From an optimization exercise on the open Yosys and OpenROAD flow, aimed at small area, a short achievable clock period and few clock cycles per item; shortcuts taken in it are not production practice. Only simulation tests tie the RTL to the original design; equivalence was not proved. No activity file was given, so power comes from the tool's default toggle rates.

willow:
==> module avalon_accel, before the edit <==
module avalon_accel(
  input  clk,
  input  reset_n,
  input         avs_write,
  input  [31:0] avs_writedata,
  output [31:0] avs_readdata,
  input  [4:0]  avs_address,
  output        avm_write,
  output        avm_read,
  input         avm_waitrequest,
  output [31:0] avm_writedata,
  input  [31:0] avm_readdata,
  output [31:0] avm_address,
  output  irq
);
logic [31:0] R [0:7];
always_ff @(posedge clk or negedge reset_n)
  if (!reset_n)
    for (int i = 0; i < 8; i++)
      R[i] <= '0;
  else if (avs_write)
    R[avs_address[4:2]] <= avs_writedata;
assign avs_readdata = R[avs_address[4:2]];
wire ctrl_wr = avs_write && (avs_address[4:2] == 3'd7);
localparam [1:0] M_FILL = 2'd0, M_FULL = 2'd1, M_CT = 2'd2;
logic [1:0]   bmode;     
logic [1:0]   widx;      
logic         wlast;     
logic         bsingle;   
logic         csingle;   
logic         job;       
logic         done;      
logic         run;       
logic [4:0]   rc;        
logic [31:0]  rrem;      
logic         all_read;  
logic [29:0]  rd_addr, wr_addr;
logic [127:0] buff;
logic [127:0] st;
logic [127:0] key;
wire start = ctrl_wr && avs_writedata[0] && !job && !done;
wire clear = ctrl_wr && (avs_writedata == 32'd0);
wire ack      = !avm_waitrequest;
wire filling  = (bmode == M_FILL);
wire draining = (bmode == M_CT);
wire rd_req   = job && filling && !all_read;
wire rd_done  = rd_req && ack;
wire wr_done  = draining && ack;
wire dummy    = filling && all_read && widx[1];
wire shift    = rd_done || wr_done || dummy;
wire [127:0] s2, ct, k2;
present_rounds u_rounds (.s0(st), .k0(key), .rc(rc), .s2(s2), .k2(k2), .ct(ct));
wire cfin     = run && (rc == 5'd31);
wire pt_avail = (bmode == M_FULL);
wire load_pt  = pt_avail && (!run || cfin);
wire no_more  = all_read && filling && (widx == 2'd0);
wire ct_last  = cfin && no_more;
wire ct_to_b  = (cfin && pt_avail) || ct_last;
wire advance  = run && !cfin;
wire irq_set = job && all_read && !run && wlast && wr_done;
always_ff @(posedge clk or negedge reset_n)
  if (!reset_n) begin
    bmode    <= M_FILL;
    widx     <= 2'd0;
    wlast    <= 1'b0;
    job      <= 1'b0;
    done     <= 1'b0;
    run      <= 1'b0;
    all_read <= 1'b0;
  end else begin
    if (start) job <= 1'b1;
    else if (irq_set) job <= 1'b0;
    if (clear) done <= 1'b0;
    else if (irq_set) done <= 1'b1;
    if (start) all_read <= 1'b0;
    else if (rd_done && widx[0] && rrem == 32'd1) all_read <= 1'b1;
    if (load_pt) run <= 1'b1;
    else if (ct_last) run <= 1'b0;
    if (ct_to_b) wlast <= 1'b0;
    else if (wr_done) wlast <= !wlast && (widx == 2'd2 || (bsingle && widx == 2'd0));
    if (ct_to_b) begin
      bmode <= M_CT;
      widx  <= 2'd0;
    end else if (load_pt) begin
      bmode <= M_FILL;
      widx  <= 2'd0;
    end else if (shift) begin
      widx <= widx + 2'd1;
      if (filling && widx == 2'd3) bmode <= M_FULL;
      if (draining && wlast) begin
        bmode <= M_FILL;
        widx  <= 2'd0;
      end
    end
  end
always_ff @(posedge clk) begin
  if (start) begin
    rd_addr <= R[4][31:2];
    wr_addr <= R[5][31:2];
    rrem    <= R[6];
  end else begin
    if (rd_done) rd_addr <= rd_addr + 30'd1;
    if (wr_done) wr_addr <= wr_addr + 30'd1;
    if (rd_done && widx[0]) rrem <= rrem - 32'd1;
  end
  if (filling && shift && widx == 2'd3) bsingle <= dummy;
  else if (ct_to_b) bsingle <= csingle;
  if (load_pt) begin
    st      <= buff;
    key     <= {R[3], R[2], R[1], R[0]};
    rc      <= 5'd1;
    csingle <= bsingle;
  end else if (advance) begin
    st  <= s2;
    key <= k2;
    rc  <= rc + 5'd2;
  end
  if (ct_to_b) buff <= ct;
  else if (shift) buff <= {avm_readdata, buff[127:32]};
end
assign irq           = done || irq_set;
assign avm_read      = rd_req;
assign avm_write     = draining;
assign avm_address   = {draining ? wr_addr : rd_addr, 2'b00};
assign avm_writedata = buff[31:0];
endmodule
clock: 5.0 ns
lec_check: 0
cap_margin: 20
core_margin: 2
core_utilization: 40
setup_slack_margin: 1.7
slew_margin: 20
standard.sh (not shown) runs the stock make flow with config.mk's settings and CLKGATE_MAP_FILE= SYNTH_SCRIPT=/design/flow/synth_recipe.tcl, a recipe that flattens the netlist after the stock synthesis.
==> flow/flow/run.sh <==
#!/bin/bash
# The standard layout, with the input and output port buffers inserted as
# buf_4 cells instead of buffer_ports' default delay buffers.
set -euo pipefail
export BUFFER_PORTS_ARGS="-buffer_cell sky130_fd_sc_hd__buf_4"
bash standard.sh > standard.log 2>&1
Testbench counts of willow, summed over its fixed seeds: cycles 8,822, blocks 799.
Inputs modified between willow and quartz:
-- flow/design.v --
<<< willow, line 80
logic         run;       
logic [4:0]   rc;        
logic [31:0]  rrem;      
logic         all_read;  
logic [29:0]  rd_addr, wr_addr;
>>> quartz, line 80
logic         run;       
logic [4:0]   rc;        
logic [29:0]  rrem;      
logic         all_read;  
logic [29:0]  rd_addr, wr_addr;
<<< willow, line 105
wire ct_to_b  = (cfin && pt_avail) || ct_last;
wire advance  = run && !cfin;
wire irq_set = job && all_read && !run && wlast && wr_done;
always_ff @(posedge clk or negedge reset_n)
>>> quartz, line 105
wire ct_to_b  = (cfin && pt_avail) || ct_last;
wire advance  = run && !cfin;
wire [29:0] cur_addr  = draining ? wr_addr : rd_addr;
wire [29:0] next_addr = cur_addr + 30'd1;
wire irq_set = job && all_read && !run && wlast && wr_done;
always_ff @(posedge clk or negedge reset_n)
<<< willow, line 121
    else if (irq_set) done <= 1'b1;
    if (start) all_read <= 1'b0;
    else if (rd_done && widx[0] && rrem == 32'd1) all_read <= 1'b1;
    if (load_pt) run <= 1'b1;
    else if (ct_last) run <= 1'b0;
>>> quartz, line 123
    else if (irq_set) done <= 1'b1;
    if (start) all_read <= 1'b0;
    else if (rd_done && widx[0] && rrem == 30'd1) all_read <= 1'b1;
    if (load_pt) run <= 1'b1;
    else if (ct_last) run <= 1'b0;
<<< willow, line 145
    rd_addr <= R[4][31:2];
    wr_addr <= R[5][31:2];
    rrem    <= R[6];
  end else begin
    if (rd_done) rd_addr <= rd_addr + 30'd1;
    if (wr_done) wr_addr <= wr_addr + 30'd1;
    if (rd_done && widx[0]) rrem <= rrem - 32'd1;
  end
  if (filling && shift && widx == 2'd3) bsingle <= dummy;
>>> quartz, line 147
    rd_addr <= R[4][31:2];
    wr_addr <= R[5][31:2];
    rrem    <= R[6][29:0];
  end else begin
    if (rd_done) rd_addr <= next_addr;
    if (wr_done) wr_addr <= next_addr;
    if (rd_done && widx[0]) rrem <= rrem - 30'd1;
  end
  if (filling && shift && widx == 2'd3) bsingle <= dummy;
<<< willow, line 169
assign avm_read      = rd_req;
assign avm_write     = draining;
assign avm_address   = {draining ? wr_addr : rd_addr, 2'b00};
assign avm_writedata = buff[31:0];
endmodule
>>> quartz, line 171
assign avm_read      = rd_req;
assign avm_write     = draining;
assign avm_address   = {cur_addr, 2'b00};
assign avm_writedata = buff[31:0];
endmodule
Results
Compared to willow, quartz shows a wider setup margin.
[compare] base=willow new=quartz: number of distinct standard cells referenced by the synthesized netlist +10, xor/xnor cell area share of the yosys netlist -1.1 points.
avs_readdata[2] as the worst setup path endpoint was reported by quartz, and avs_readdata[26] by willow.
Relative to willow, the total leakage power measured on quartz has increased slightly.
Switching share of power: lower on quartz
Side by side, multi-input gate count turned out lower in quartz than in willow.
Testbench counts of quartz, summed over its fixed seeds: cycles 8,822, blocks 799.

-- what the ideal ports hide --
No port has a modelled driver above. Below, the same layouts with a new extraction and two added sets of constraints. Step 1: set_driving_cell puts a clkbuf_16 on clk and a buf_2 on each other input, an assumption about the parent block. Step 2 times the ports against the registers' clock, not the clock port: input delays grow and output delays shrink by t, the midpoint of the rising clock arrivals with the driver on. Three values: ideal ports, drivers, drivers and shift; two values: the first two.
| run | shift t [ns] | setup WS [ns] | worst hold slack (ns) | worst data-port slew with drivers (ns) |
|---|---|---|---|---|
| willow | 0.760 | 1.631 / 1.405 / 1.314 | 0.278 / 0.258 / 0.457 | 0.24 |
| quartz | 0.758 | 1.639 / 1.420 / 1.391 | 0.156 / 0.133 / 0.491 | 0.23 |
After both steps every run listed still meets setup and hold. For willow, which loses most, drivers alone change the setup slack by -0.226 ns; drivers and shift together by -0.317 ns.
